This is an optimization exercise on Yosys and OpenROAD, whose aim is small area, not a production implementation. No functional check of the RTL was part of any run shown here. No run shown here takes its clock network from TritonCTS; it comes from the design's own scripts or RTL. The clock port is modelled as an ideal driver, which makes a skipped or thinned clock tree look cheaper than it is; a real chip needs a root buffer or a tree. Power figures rest on the tool's default switching activity, not on a simulated workload.

**flow/flow/run.sh**
```bash
#!/bin/bash
# Layout flow: the standard synthesis, then the combinational logic is
# mapped again with a stronger ABC script (the flip-flops, their names and
# cell types are kept exactly as the standard synthesis made them), then the
# standard ORFS layout from that netlist, with the smallest buffer on the ports.
set -euo pipefail
W=$PWD
R=$W/orfs/results/$FLOW_PLATFORM/wmtop/base
YOSYS=$(command -v yosys || echo "$FLOW_HOME/../tools/install/yosys/bin/yosys")
LIB=$FLOW_HOME/platforms/$FLOW_PLATFORM/lib/sky130_fd_sc_hd__tt_025C_1v80.lib

bash standard.sh synth > synth.log 2>&1
cp "$R/1_2_yosys.v" std_netlist.v

printf 'set_driving_cell sky130_fd_sc_hd__buf_1\nset_load 5\n' > abc.constr
# map the logic with each script in flow/, in parallel, and keep the smallest
for S in flow/resyn*.abc; do
  B=$(basename $S .abc)
  cat > $B.ys <<EOY
read_liberty -ignore_miss_func $LIB
read_verilog std_netlist.v
hierarchy -top $FLOW_TOP
setattr -mod -set keep_hierarchy 1 sky130_fd_sc_hd__df*
flatten
opt_clean -purge
abc -script $W/$S -liberty $LIB $(cat flow/dont_use.txt) -constr $W/abc.constr -D 20000
opt_clean -purge
hilomap -singleton -hicell sky130_fd_sc_hd__conb_1 HI -locell sky130_fd_sc_hd__conb_1 LO
splitnets
opt_clean -purge
select $FLOW_TOP
write_verilog -selected -noattr -noexpr -nohex -nodec $W/$B.v
select -clear
tee -o $W/$B.stat stat -liberty $LIB
EOY
  "$YOSYS" -s $B.ys > $B.log 2>&1 &
done
wait
BEST=$(for S in flow/resyn*.abc; do B=$(basename $S .abc); A=$(grep -o "Chip area for module.*: [0-9.]*" $B.stat | awk '{print $NF}'); [ -n "$A" ] && echo "$A $B"; done | sort -n | head -1 | awk '{print $2}')
echo "smallest mapping: $BEST" > resyn_choice.txt
cp $BEST.v resyn_netlist.v

cp resyn_netlist.v "$R/1_2_yosys.v"
rm -f "$R/1_synth.odb" "$R/1_synth.sdc"
export PRE_CTS_TCL=$W/flow/pre_cts.tcl CLK_PORT_NAME=clk CLK_LEAVES=4 CLK_LEAF_CELL=sky130_fd_sc_hd__buf_4 CLK_ROOT_CELL=none
bash standard.sh "BUFFER_PORTS_ARGS=-buffer_cell sky130_fd_sc_hd__buf_1" finish > standard.log 2>&1
```
**flow/flow/dont_use.txt**
```
-dont_use sky130_fd_sc_hd__lpflow_bleeder_1 -dont_use sky130_fd_sc_hd__lpflow_clkbufkapwr_1 -dont_use sky130_fd_sc_hd__lpflow_clkbufkapwr_16 -dont_use sky130_fd_sc_hd__lpflow_clkbufkapwr_2 -dont_use sky130_fd_sc_hd__lpflow_clkbufkapwr_4 -dont_use sky130_fd_sc_hd__lpflow_clkbufkapwr_8 -dont_use sky130_fd_sc_hd__lpflow_clkinvkapwr_1 -dont_use sky130_fd_sc_hd__lpflow_clkinvkapwr_16 -dont_use sky130_fd_sc_hd__lpflow_clkinvkapwr_2 -dont_use sky130_fd_sc_hd__lpflow_clkinvkapwr_4 -dont_use sky130_fd_sc_hd__lpflow_clkinvkapwr_8 -dont_use sky130_fd_sc_hd__lpflow_decapkapwr_12 -dont_use sky130_fd_sc_hd__lpflow_decapkapwr_3 -dont_use sky130_fd_sc_hd__lpflow_decapkapwr_4 -dont_use sky130_fd_sc_hd__lpflow_decapkapwr_6 -dont_use sky130_fd_sc_hd__lpflow_decapkapwr_8 -dont_use sky130_fd_sc_hd__lpflow_inputiso0n_1 -dont_use sky130_fd_sc_hd__lpflow_inputiso0p_1 -dont_use sky130_fd_sc_hd__lpflow_inputiso1n_1 -dont_use sky130_fd_sc_hd__lpflow_inputiso1p_1 -dont_use sky130_fd_sc_hd__lpflow_inputisolatch_1 -dont_use sky130_fd_sc_hd__lpflow_isobufsrc_1 -dont_use sky130_fd_sc_hd__lpflow_isobufsrc_16 -dont_use sky130_fd_sc_hd__lpflow_isobufsrc_2 -dont_use sky130_fd_sc_hd__lpflow_isobufsrc_4 -dont_use sky130_fd_sc_hd__lpflow_isobufsrc_8 -dont_use sky130_fd_sc_hd__lpflow_isobufsrckapwr_16 -dont_use sky130_fd_sc_hd__lpflow_lsbuf_lh_hl_isowell_tap_1 -dont_use sky130_fd_sc_hd__lpflow_lsbuf_lh_hl_isowell_tap_2 -dont_use sky130_fd_sc_hd__lpflow_lsbuf_lh_hl_isowell_tap_4 -dont_use sky130_fd_sc_hd__lpflow_lsbuf_lh_isowell_4 -dont_use sky130_fd_sc_hd__lpflow_lsbuf_lh_isowell_tap_1 -dont_use sky130_fd_sc_hd__lpflow_lsbuf_lh_isowell_tap_2 -dont_use sky130_fd_sc_hd__lpflow_lsbuf_lh_isowell_tap_4 -dont_use sky130_fd_sc_hd__probe_p_8 -dont_use sky130_fd_sc_hd__probec_p_8 
```
**flow/flow/pre_cts.tcl**
```tcl
rename clock_tree_synthesis triton_clock_tree_synthesis

proc cts_centre { items } {
  set sx 0; set sy 0
  foreach it $items {
    set sx [expr {$sx + [lindex $it 1]}]
    set sy [expr {$sy + [lindex $it 2]}]
  }
  set n [llength $items]
  return [list [expr {$sx / $n}] [expr {$sy / $n}]]
}

# split items ({iterm x y}) into k groups by recursive halving along the wider side
proc cts_split { items k } {
  if { $k <= 1 } { return [list $items] }
  set xs [lsort -integer [lmap it $items {lindex $it 1}]]
  set ys [lsort -integer [lmap it $items {lindex $it 2}]]
  set idx [expr {([lindex $xs end] - [lindex $xs 0]) >= ([lindex $ys end] - [lindex $ys 0]) ? 1 : 2}]
  set sorted [lsort -integer -index $idx $items]
  set k1 [expr {$k / 2}]
  set n1 [expr {([llength $items] * $k1) / $k}]
  set a [lrange $sorted 0 [expr {$n1 - 1}]]
  set b [lrange $sorted $n1 end]
  return [concat [cts_split $a $k1] [cts_split $b [expr {$k - $k1}]]]
}

proc cts_buffer { block master name innet outnet x y } {
  set inst [odb::dbInst_create $block $master $name]
  [$inst findITerm A] connect $innet
  [$inst findITerm X] connect $outnet
  $inst setLocation $x $y
  $inst setPlacementStatus PLACED
  return $inst
}

proc clock_tree_synthesis { args } {
  set block [ord::get_db_block]
  set db [ord::get_db]
  set clknet [$block findNet $::env(CLK_PORT_NAME)]
  set leaf [$db findMaster $::env(CLK_LEAF_CELL)]
  set direct [expr {$::env(CLK_ROOT_CELL) eq "none"}]
  set items {}
  foreach iterm [$clknet getITerms] {
    set bbox [[$iterm getInst] getBBox]
    lappend items [list $iterm [expr {([$bbox xMin] + [$bbox xMax]) / 2}] \
      [expr {([$bbox yMin] + [$bbox yMax]) / 2}]]
  }
  set groups [cts_split $items $::env(CLK_LEAVES)]
  if { $direct } {
    set rootnet $clknet
  } else {
    set rootnet [odb::dbNet_create $block clknet_root]
    $rootnet setSigType CLOCK
  }
  set centres {}
  set i 0
  foreach g $groups {
    set net [odb::dbNet_create $block clknet_leaf_$i]
    $net setSigType CLOCK
    foreach it $g {
      set iterm [lindex $it 0]
      $iterm disconnect
      $iterm connect $net
    }
    lassign [cts_centre $g] x y
    cts_buffer $block $leaf clkbuf_leaf_$i $rootnet $net $x $y
    lappend centres [list {} $x $y]
    puts "clock leaf $i: $::env(CLK_LEAF_CELL) drives [llength $g] registers"
    incr i
  }
  if { !$direct } {
    lassign [cts_centre $centres] x y
    cts_buffer $block [$db findMaster $::env(CLK_ROOT_CELL)] clkbuf_root $clknet $rootnet $x $y
  }
  set_propagated_clock [all_clocks]
}
```
**flow/flow/resyn0.abc**
```
strash; &get -n; &deepsyn -T 30; &put; &get -n; &dch -f; &nf -R 1000; &put; topo; dnsize -c
```
**flow/flow/resyn1.abc**
```
strash; &get -n; &deepsyn -T 10; &put; &get -n; &dch -f; &nf -R 1000; &put; topo; dnsize -c
```
**flow/flow/resyn2.abc**
```
strash; &get -n; &deepsyn -T 30; &put; &get -n; &dch -f; &nf -a -A 4 -p -R 1000; &put; topo; dnsize -c
```
**flow/flow/resyn3.abc**
```
strash; &get -n; &deepsyn -T 30; &put; &get -n; &dch -f; &nf -p -F 8 -R 1000; &put; topo; dnsize -c
```
**flow/flow/resyn4.abc**
```
strash; &get -n; &deepsyn -T 30 -S 7; &put; &get -n; &dch -f; &nf -R 1000; &put; topo; dnsize -c
```
**flow/standard.sh**
```bash
#!/bin/bash
# synth_recipe.tcl (not shown) runs the flow's synth.tcl, then flattens the netlist and writes it again
# the make line also repeats each setting of config.mk as NAME=value (left out here)
make -C /OpenROAD-flow-scripts/flow DESIGN_CONFIG=/design/flow/config.mk WORK_HOME=/design/flow/orfs CLKGATE_MAP_FILE= SYNTH_SCRIPT=/design/flow/synth_recipe.tcl "${@:-finish}"
```
**flow/config.mk**
```make
export PLATFORM = sky130hd
export DESIGN_NAME = wmtop
export DESIGN_NICKNAME = wmtop
export VERILOG_FILES = /design/flow/design.v
export SDC_FILE = /design/flow/constraint.sdc
export NUM_CORES = 4
export LEC_CHECK = 0
export CAP_MARGIN = 20
export CORE_MARGIN = 2
export CORE_UTILIZATION = 40
export GPL_TIMING_DRIVEN = 0
export SLEW_MARGIN = 20
```
**flow/constraint.sdc**
```tcl
create_clock -name core_clock -period 20.0 [get_ports {clk}]
set_input_delay 4.0000 -clock core_clock [delete_from_list [all_inputs] [get_ports {clk}]]
set_output_delay 4.0000 -clock core_clock [all_outputs]
set_load 0.01 [all_outputs]
```
**flow/design.v**
```verilog
module wmtop (
	clk,
	rst,
	start,
	waterfull,
	accelerate,
	stateindic,
	index_n,
	fourdigit,
	lastdigit
);
input clk, rst;
input start;
input accelerate;
input waterfull;
output [5:0] stateindic;
output [3:0] index_n;
output [7:0] fourdigit;
output [6:0] lastdigit;
function [6:0] seg7_n;
	input [3:0] v;
	reg w, x, y, z;
	begin
		{w, x, y, z} = v;
		seg7_n[6] = ~((w | y | x & z) | (~x & ~z));
		seg7_n[5] = ~((~x | y & z) | (~y & ~z));
		seg7_n[4] = ~(x | ~y | z);
		seg7_n[3] = ~(w | (~x & ~z) | (y & ~z) | (~x & y) | (x & ~y & z));
		seg7_n[2] = ~(~z & (~x | y));
		seg7_n[1] = ~(w | (~y & ~z) | (x & ~y) | (x & ~z));
		seg7_n[0] = ~((w | (y & ~z) | x & ~y) | (~x & y));
	end
endfunction
reg [2:0] a;
reg [2:0] z;
reg [4:0] q;
reg f1;
wire e4 = a[1] & a[0];			 
wire e40 = e4 & a[2] & z[2];		 
wire q24 = q[4] & q[3];			 
always @(posedge clk)
begin
	a[0] <= ~rst | ~a[0];
	a[1] <= ~rst | (a[1] ^ a[0]);
	a[2] <= ~rst | (a[2] ^ e4);
	z[0] <= ~rst | (e4 ? ~(z[0] | z[2]) : z[0]);
	z[1] <= rst & (e4 ? (z[1] ^ z[0]) & ~z[2] : z[1]);
	z[2] <= ~rst | (e4 ? z[1] & z[0] : z[2]);
	q[0] <= rst & (q[0] ^ (e40 & ~q24));
	q[1] <= rst & (q[1] ^ (e40 & q[0]));
	q[2] <= rst & (q[2] ^ (e40 & q[0] & q[1]));
	q[3] <= ~rst | (q[3] ^ (e40 & (q[0] & q[1] & q[2] | q24)));
	q[4] <= ~rst | (q[4] ^ (e40 & (q[0] & q[1] & q[2] & q[3] | q24)));
	f1 <= ~rst | (f1 ^ (e40 & q24));
end
wire f100 = z[2] | z[1] & (z[0] | a[1]);
wire scan_tick = a[2] & ~a[1] & ~a[0];
reg clk_reg;
reg clk_reg_d;
always @(posedge clk)
begin
	clk_reg <= accelerate ? f100 : f1;
	clk_reg_d <= clk_reg;
end
wire tick = clk_reg & ~clk_reg_d;
reg [2:0] b;
reg done;	 
wire sclr = ~rst | z[2] & z[0];	 
wire st_idle  = ~b[2] & ~b[1];
wire st_water = b[1] & b[0];
wire st_rinse = ~b[2] & ~b[0];
wire st_drain = b[2] & b[1];
wire st_dry   = ~b[1] & ~b[0];
wire st_alert = b[2] & b[0];
assign stateindic = ~{st_alert, st_dry, st_drain, st_rinse, st_water, st_idle};
always @(posedge clk)
begin
	b[0] <= sclr | (b[0] ? ~(st_water & ~waterfull) : st_dry & done);
	b[1] <= ~sclr & (b[1] ? ~(st_drain & done) : st_idle & ~start);
	b[2] <= ~sclr & (b[2] ? ~(st_alert & done) : st_rinse & done);
end
reg [3:0] t;
reg [3:0] s1;
reg [2:0] st;
reg [3:0] m;
wire run = ~b[0] | b[2];		 
wire fin = (m[3] & m[1])		 
	| (st_drain & st[1] & st[0])	 
	| (st_dry & m[2] & m[0])	 
	| (st_alert & st[0]);		 
wire e0 = tick;				 
wire e1 = e0 & t[3] & t[0];		 
wire e2 = e1 & s1[3] & s1[0];		 
wire e3 = e2 & st[2] & st[0];		 
wire k = run & ~(tick & fin);		 
wire kt = rst & k;
always @(posedge clk)
begin
	done <= run & tick & fin;
	t[0] <= kt & (t[0] ^ e0);
	t[1] <= kt & (t[1] ^ (e0 & t[0] & ~t[3]));
	t[2] <= kt & (t[2] ^ (e0 & t[0] & t[1]));
	t[3] <= kt & (t[3] ^ (e0 & t[0] & (t[3] | t[1] & t[2])));
	s1[0] <= k & (s1[0] ^ e1);
	s1[1] <= k & (s1[1] ^ (e1 & s1[0] & ~s1[3]));
	s1[2] <= k & (s1[2] ^ (e1 & s1[0] & s1[1]));
	s1[3] <= k & (s1[3] ^ (e1 & s1[0] & (s1[3] | s1[1] & s1[2])));
	st[0] <= k & (st[0] ^ e2);
	st[1] <= k & (st[1] ^ (e2 & st[0] & ~st[2]));
	st[2] <= k & (st[2] ^ (e2 & st[0] & (st[1] | st[2])));
	m[0] <= k & (m[0] ^ e3);
	m[1] <= k & (m[1] ^ (e3 & m[0]));
	m[2] <= k & (m[2] ^ (e3 & m[0] & m[1]));
	m[3] <= k & (m[3] ^ (e3 & m[0] & m[1] & m[2]));
end
reg [2:0] c;
reg [3:0] number;
assign index_n = ~{c[2] & c[1], ~c[2] & ~c[0], c[1] & c[0], ~c[2] & ~c[1]};
wire m10 = m[3] & m[1];
wire [3:0] m_ones = {m[3] & ~m[1], m[2], m[1] & ~m[3], m[0]};
wire [3:0] sel = c[2] ? s1 : c[1] ? (c[0] ? m_ones : {3'b000, m10}) : {1'b0, st};
assign fourdigit = {seg7_n(number), 1'b1};
assign lastdigit = seg7_n(t);
always @(posedge clk)
begin
	c[0] <= ~rst | (scan_tick ? c[0] & ~c[1] | c[2] & c[1] : c[0]);
	c[1] <= rst & (scan_tick ? ~c[2] : c[1]);
	c[2] <= ~rst | (scan_tick ? ~c[2] & ~c[0] : c[2]);
	number <= ~rst ? 4'd0 : scan_tick ? sel : number;
end
endmodule
```
==> results.py, run 1 <==
metrics = {
    "setup_path": {
        "cp-end-kind": "primary output",
        "worst-path-max-fanout": 5,
        "cp_slowest_cell": "dfxtp_1",
        "critPathLaunchType": "register",
        "cpPeakStageDelay_ps": 390,
        "crit_type": "reg -> out",
        "crit_arrival_ps": 1610,
        "crit_required_ps": 16000,
        "path_cells": "nor2b_1 -> or2_0 -> nand2_1 -> and2_0 -> nor4_1 -> buf_1",
    },
    "synthesis": {
        "avgSynthCellArea_um2": 7.93,
        "yosysWarnings": 1,
        "synthesis.nets": 216,
        "syn_area_um2": 1670,
        "syn_inst": 211,
    },
    "floorplanning": {
        "dieArea_um2": 4720,
        "core_um2": 4000,
        "start_util": 0.419,
        "rows": 23,
        "die_w_um": 68.7,
        "die_height_um": 68.7,
        "ios": 30,
    },
    "global_routing": {
        "grt-ovfl-total": 0,
        "grt_max_degree": 20,
        "grt.total_usage": 0.142,
        "grt_antenna_before_repair": 0,
        "grt_pass1_wl_mm": 5.38,
        "grt_pass1_vias": 1291,
    },
    "detailed_routing": {
        "routed_via_density": 5.12,
        "wl_mm": 3.12,
        "initialDrtViolationCount": 85,
        "drt_pass1_iterations": 4,
        "post_drt_wl_per_cell_um": 10.6,
        "ant_nets": 0,
        "route.vias.total": 1500,
        "drc_errors": 0,
    },
    "power": {
        "pwr-share-comb": 0.082,
        "p_per_area_nw_per_um2": 67.4,
        "total_power_uw": 126,
        "pwr-share-seq": 0.680,
        "switching_share": 0.226,
        "clkPwrFrac": 0.239,
        "internal_power_uw": 97.7,
        "power.switching_uw": 28.5,
        "ir_drop_v": 0.0000400,
        "total_leakage_power_uw": 0.000653,
    },
    "placement": {
        "io_buffers": 28,
        "place_area_um2": 1840,
        "place_inst": 289,
        "hpwl_mm": 2.32,
        "gp_congestion": 0.750,
    },
    "clocking": {
        "post_cts_resize_count": 0,
        "cts_setup_buffers": 0,
        "hold_buffers": 0,
        "clkTransAtPathRegs_ps": 100,
        "clk_latency_ps": 140,
    },
    "timing": {
        "rsz0062_at_grt": "no",
        "hold_viol": 0,
        "fin_crit_ps": 5610,
        "setup_viol": 0,
        "timing.hold.ws_ps": 350,
        "skew_ps": 12.0,
        "drv_slew": 0,
        "worstMarginPinSlew_ps": 846,
        "relSlewSlack": 0.432,
        "finalSetupTns_ps": 0,
        "fmax_ghz": 0.178,
        "period_share": 0.281,
    },
    "final_layout": {
        "regArea_um2": 801,
        "layout_common_cells": "40 x dfxtp_1, 29 x nand2_1, 28 x nor2_1, 28 x buf_1, 17 x a21oi_1",
        "largest_register_ffs": 5,
        "final_common_cell": "dfxtp_1",
        "fill_cells": 425,
        "antenna_cells": 0,
        "synthToLayoutAreaGrowth_pct": 11.8,
        "regMostFlops": "q",
        "multiInputGateArea_um2": 825,
        "fin_area_um2": 1870,
        "drive_gt1_frac": 0.0165,
        "final_cells": 293,
        "nets": 250,
    },
    "outcome": {
        "status": "finished clean",
    },
    "flow_run": {
        "max_cap_violations": 0,
    },
    "worst_hold_path": {
        "hp-class": "reg -> reg",
    },
}
## worst max-delay path, delay by kind of cell (launching register included)
family | cells | cell delay (ps)
buffers and inverters | 1 | 180
DFF | 1 | 390
and+or+nand+nor | 5 | 920
## through the flow
stage	worst slack, ps	utilization
floorplan	14460	-
global placement	14270	0.460
detailed placement	14260	0.460
CTS	14370	0.468
global route	14180	0.468
finish	14390	0.468
## final timing paths
check               start      endpoint  slack (ps)  cells past startpoint
setup reg to reg  clk_reg          m[2]       17990                      7
setup / recovery     t[2]  lastdigit[0]       14390                      6
hold reg to reg   clk_reg     clk_reg_d         350                      0
hold / removal    clk_reg     clk_reg_d         350                      0
## cell type report
| type | count | share of cell area |
|---|---|---|
| plain buffers | 4 | 0.0160 |
| inverters | 13 | 0.0261 |
| multi-input cells | 158 | 0.441 |
| flip-flops and latches | 40 | 0.428 |
| well taps | 50 | 0.0334 |
| repair buffers | 28 | 0.0561 |
## power groups by stage
stage          Clock (uW)  Sequential (uW)  Combinational [uW]
2_1_floorplan           0             87.0                7.80
3_3_place_gp            0             87.7                10.3
3_5_place_dp            0             87.7                10.4
4_1_cts              31.2             85.8                10.4
5_1_grt              35.0             86.4                12.1
6_report             30.1             85.8                10.3
## metal layers
| metal | track usage | vias up | part of all wire |
|---|---|---|---|
| li1 | - | 800 | - |
| met3 | 0.00974 | 4 | 0.045 |
| met1 | 0.192 | 668 | 0.51 |
| met4 | 0.0319 | 0 | 0.012 |
| met5 | 0 | - | 0 |
| met2 | 0.250 | 28 | 0.44 |
==> run 2: changes to the inputs <==
--- a/flow/flow/run.sh
+++ b/flow/flow/run.sh
@@ -42,5 +42,5 @@
 
 cp resyn_netlist.v "$R/1_2_yosys.v"
 rm -f "$R/1_synth.odb" "$R/1_synth.sdc"
-export PRE_CTS_TCL=$W/flow/pre_cts.tcl CLK_PORT_NAME=clk CLK_LEAVES=4 CLK_LEAF_CELL=sky130_fd_sc_hd__buf_4 CLK_ROOT_CELL=none
+export PRE_CTS_TCL=$W/flow/pre_cts.tcl CLK_PORT_NAME=clk CLK_LEAVES=4 CLK_LEAF_CELL=sky130_fd_sc_hd__buf_4 CLK_ROOT_CELL=sky130_fd_sc_hd__clkbuf_2
 bash standard.sh "BUFFER_PORTS_ARGS=-buffer_cell sky130_fd_sc_hd__buf_1" finish > standard.log 2>&1
--- a/flow/flow/pre_cts.tcl
+++ b/flow/flow/pre_cts.tcl
@@ -1,3 +1,7 @@
+# Clock tree in place of TritonCTS's: the registers are split by place into
+# CLK_LEAVES groups of about equal size, each driven by a CLK_LEAF_CELL at the
+# centre of its group; one CLK_ROOT_CELL, driven by the clock port, drives the
+# leaf buffers. Every register thus sees the same two buffers on its clock path.
 rename clock_tree_synthesis triton_clock_tree_synthesis
 
 proc cts_centre { items } {
@@ -38,7 +42,7 @@
   set db [ord::get_db]
   set clknet [$block findNet $::env(CLK_PORT_NAME)]
   set leaf [$db findMaster $::env(CLK_LEAF_CELL)]
-  set direct [expr {$::env(CLK_ROOT_CELL) eq "none"}]
+  set root [$db findMaster $::env(CLK_ROOT_CELL)]
   set items {}
   foreach iterm [$clknet getITerms] {
     set bbox [[$iterm getInst] getBBox]
@@ -46,12 +50,8 @@
       [expr {([$bbox yMin] + [$bbox yMax]) / 2}]]
   }
   set groups [cts_split $items $::env(CLK_LEAVES)]
-  if { $direct } {
-    set rootnet $clknet
-  } else {
-    set rootnet [odb::dbNet_create $block clknet_root]
-    $rootnet setSigType CLOCK
-  }
+  set rootnet [odb::dbNet_create $block clknet_root]
+  $rootnet setSigType CLOCK
   set centres {}
   set i 0
   foreach g $groups {
@@ -68,9 +68,7 @@
     puts "clock leaf $i: $::env(CLK_LEAF_CELL) drives [llength $g] registers"
     incr i
   }
-  if { !$direct } {
-    lassign [cts_centre $centres] x y
-    cts_buffer $block [$db findMaster $::env(CLK_ROOT_CELL)] clkbuf_root $clknet $rootnet $x $y
-  }
+  lassign [cts_centre $centres] x y
+  cts_buffer $block $root clkbuf_root $clknet $rootnet $x $y
   set_propagated_clock [all_clocks]
 }
==> flow/flow/resyn1.abc (replaced) <==
strash; &get -n; &deepsyn -T 30 -S 7; &put; &get -n; &dch -f; &nf -R 1000; &put; topo; dnsize -c
==> flow/flow/resyn2.abc (replaced) <==
strash; &get -n; &deepsyn -T 10; &put; &get -n; &dch -f; &nf -R 1000; &put; topo; dnsize -c
==> flow/flow/resyn3.abc (replaced) <==
strash; &get -n; &deepsyn -T 30; &put; &get -n; &dch -f; &nf -a -A 4 -p -R 1000; &put; topo; dnsize -c
--- a/flow/config.mk
+++ b/flow/config.mk
@@ -8,5 +8,4 @@
 export CAP_MARGIN = 20
 export CORE_MARGIN = 2
 export CORE_UTILIZATION = 40
-export GPL_TIMING_DRIVEN = 0
 export SLEW_MARGIN = 20
removed: flow/flow/resyn4.abc
==> run 2 against run 1 <==
Compared with the run above: total power up 4.2%; largest power group unchanged; die area stayed put; worst setup slack got worse by 220 ps; clock skew is essentially flat; via count grew 0.40%; highest routed layer unchanged; area after synthesis unchanged.
==> results.py, run 2 <==
metrics = {
    "outcome": {
        "status": "finished clean",
    },
    "power": {
        "total_leakage_power_uw": 0.000661,
        "ir_drop_v": 0.0000428,
        "p_per_area_nw_per_um2": 69.8,
    },
    "timing": {
        "drv_slew": 0,
        "period_share": 0.291,
        "fmax_ghz": 0.172,
        "hold_viol": 0,
        "rsz0062_at_grt": "no",
        "relSlewSlack": 0.540,
        "worstMarginPinSlew_ps": 691,
        "setup_viol": 0,
        "skew_ps": 11.8,
        "finalSetupTns_ps": 0,
        "fin_crit_ps": 5830,
    },
    "detailed_routing": {
        "post_drt_wl_per_cell_um": 11.0,
        "ant_nets": 0,
        "wl_mm": 3.25,
        "drc_errors": 0,
        "routed_via_density": 5.11,
        "drt_pass1_iterations": 6,
        "route.vias.total": 1506,
        "initialDrtViolationCount": 68,
    },
    "clocking": {
        "clkTransAtPathRegs_ps": 90,
        "cts_setup_buffers": 0,
        "post_cts_resize_count": 0,
        "hold_buffers": 0,
        "clk_latency_ps": 350,
    },
    "setup_path": {
        "crit_arrival_ps": 1830,
        "critPathLaunchType": "register",
        "cpPeakStageDelay_ps": 380,
        "worst-path-max-fanout": 5,
        "cp_slowest_cell": "dfxtp_1",
        "crit_type": "reg -> out",
        "crit_required_ps": 16000,
        "path_cells": "nor2b_1 -> or2_0 -> nand2_1 -> and2_0 -> nor4_1 -> buf_1",
        "cp-end-kind": "primary output",
    },
    "global_routing": {
        "grt-ovfl-total": 0,
        "grt_pass1_wl_mm": 5.62,
        "grt_max_degree": 20,
        "grt.total_usage": 0.148,
        "grt_antenna_before_repair": 0,
        "grt_pass1_vias": 1286,
    },
    "final_layout": {
        "synthToLayoutAreaGrowth_pct": 12.6,
        "antenna_cells": 0,
        "final_common_cell": "dfxtp_1",
        "drive_gt1_frac": 0.0245,
        "nets": 252,
        "layout_common_cells": "40 x dfxtp_1, 29 x nand2_1, 28 x nor2_1, 28 x buf_1, 17 x a21oi_1",
        "largest_register_ffs": 5,
        "fin_area_um2": 1880,
        "regMostFlops": "q",
    },
    "floorplanning": {
        "rows": 23,
        "die_w_um": 68.7,
        "dieArea_um2": 4720,
        "ios": 30,
        "core_um2": 4000,
        "start_util": 0.419,
        "die_height_um": 68.7,
    },
    "synthesis": {
        "syn_inst": 211,
        "synthesis.nets": 216,
        "avgSynthCellArea_um2": 7.93,
        "yosysWarnings": 1,
        "syn_area_um2": 1670,
    },
    "placement": {
        "gp_congestion": 0.748,
        "place_area_um2": 1850,
        "hpwl_mm": 2.41,
        "io_buffers": 28,
    },
    "worst_hold_path": {
        "hp-class": "reg -> reg",
    },
    "flow_run": {
        "max_cap_violations": 0,
    },
}
-- run 2: worst max-delay path: cells and delay by family, from the launching register on --
kind	cells	cell delay (ps)
buffers and inverters	1	180
flip-flops	1	380
AND/OR/NAND/NOR	5	920
-- run 2: final cells by class --
| cell class | count | area, um^2 |
|---|---|---|
| Timing Repair Buffer | 29 | 113 |
| Fill cell | 431 | 2120 |
| Tap cell | 50 | 62.6 |
| Inverter | 13 | 48.8 |
| Sequential cell | 40 | 801 |
| Buffer | 5 | 35.0 |
| Multi-Input combinational cell | 158 | 825 |
-- run 2: where the power goes --
part,switching (uW),internal [uW]
clock network,23.7,11.5
registers,2.78,83.1
logic,6.22,4.19
-- run 2: path summary, 6_finish.rpt --
kind	start	endpoint	slack, ps	depth (start not counted)
worst max-delay path	t[2]	lastdigit[0]	14170	6
worst max register to register	clk_reg	m[3]	17890	8
worst min-delay path	clk_reg	clk_reg_d	350	0
worst min register to register	clk_reg	clk_reg_d	350	0
-- run 2: stage by stage --
step           setup WS, ps  instances  hold WS, ps  total power, uW  utilization
3_3_place_gp          14420        290          332             98.0        0.462
5_1_grt               14000        295          364              139        0.471
4_1_cts               14130        295          356              133        0.471
6_report              14170        295          353              132        0.471
2_1_floorplan         14460        211          324             94.8            -
3_5_place_dp          14390        290          337             98.2        0.462
-- run 2: per-layer routing --
| layer | vias to the layer above | GRT usage | share of wire |
|---|---|---|---|
| li1 | 803 | - | - |
| met4 | 0 | 0.0343 | 0.025 |
| met2 | 32 | 0.250 | 0.43 |
| met3 | 8 | 0.0162 | 0.048 |
| met1 | 663 | 0.203 | 0.50 |
| met5 | - | 0 | 0 |

[static timing again, ports no longer ideal]
No port has a modelled driver above. Below, the same layouts with a new extraction and two added sets of constraints. Step 1: set_driving_cell puts a clkbuf_16 on clk and a buf_2 on each other input, an assumption about the parent block. Step 2 adds t to the input delays and takes it off the output delays; t is the mean of the earliest and latest rising clock arrival at the registers after step 1. Input paths then give back, and output paths get back, about the clock's delay inside the block. a / b / c = ideal ports / drivers / drivers and shift; a / b = the first two.
run	shift t [ns]	setup slack, ns	worst data-port slew with drivers (ns)	pins driven straight from the clock port
run 1	0.178	14.388 / 14.343 / 14.251	0.03	4
run 2	0.370	14.172 / 14.147 / 14.396	0.03	1
After both steps every run listed still meets setup and hold. The setup slack of run 1, which loses most, moves by -0.045 ns with the drivers and by -0.137 ns with both steps.
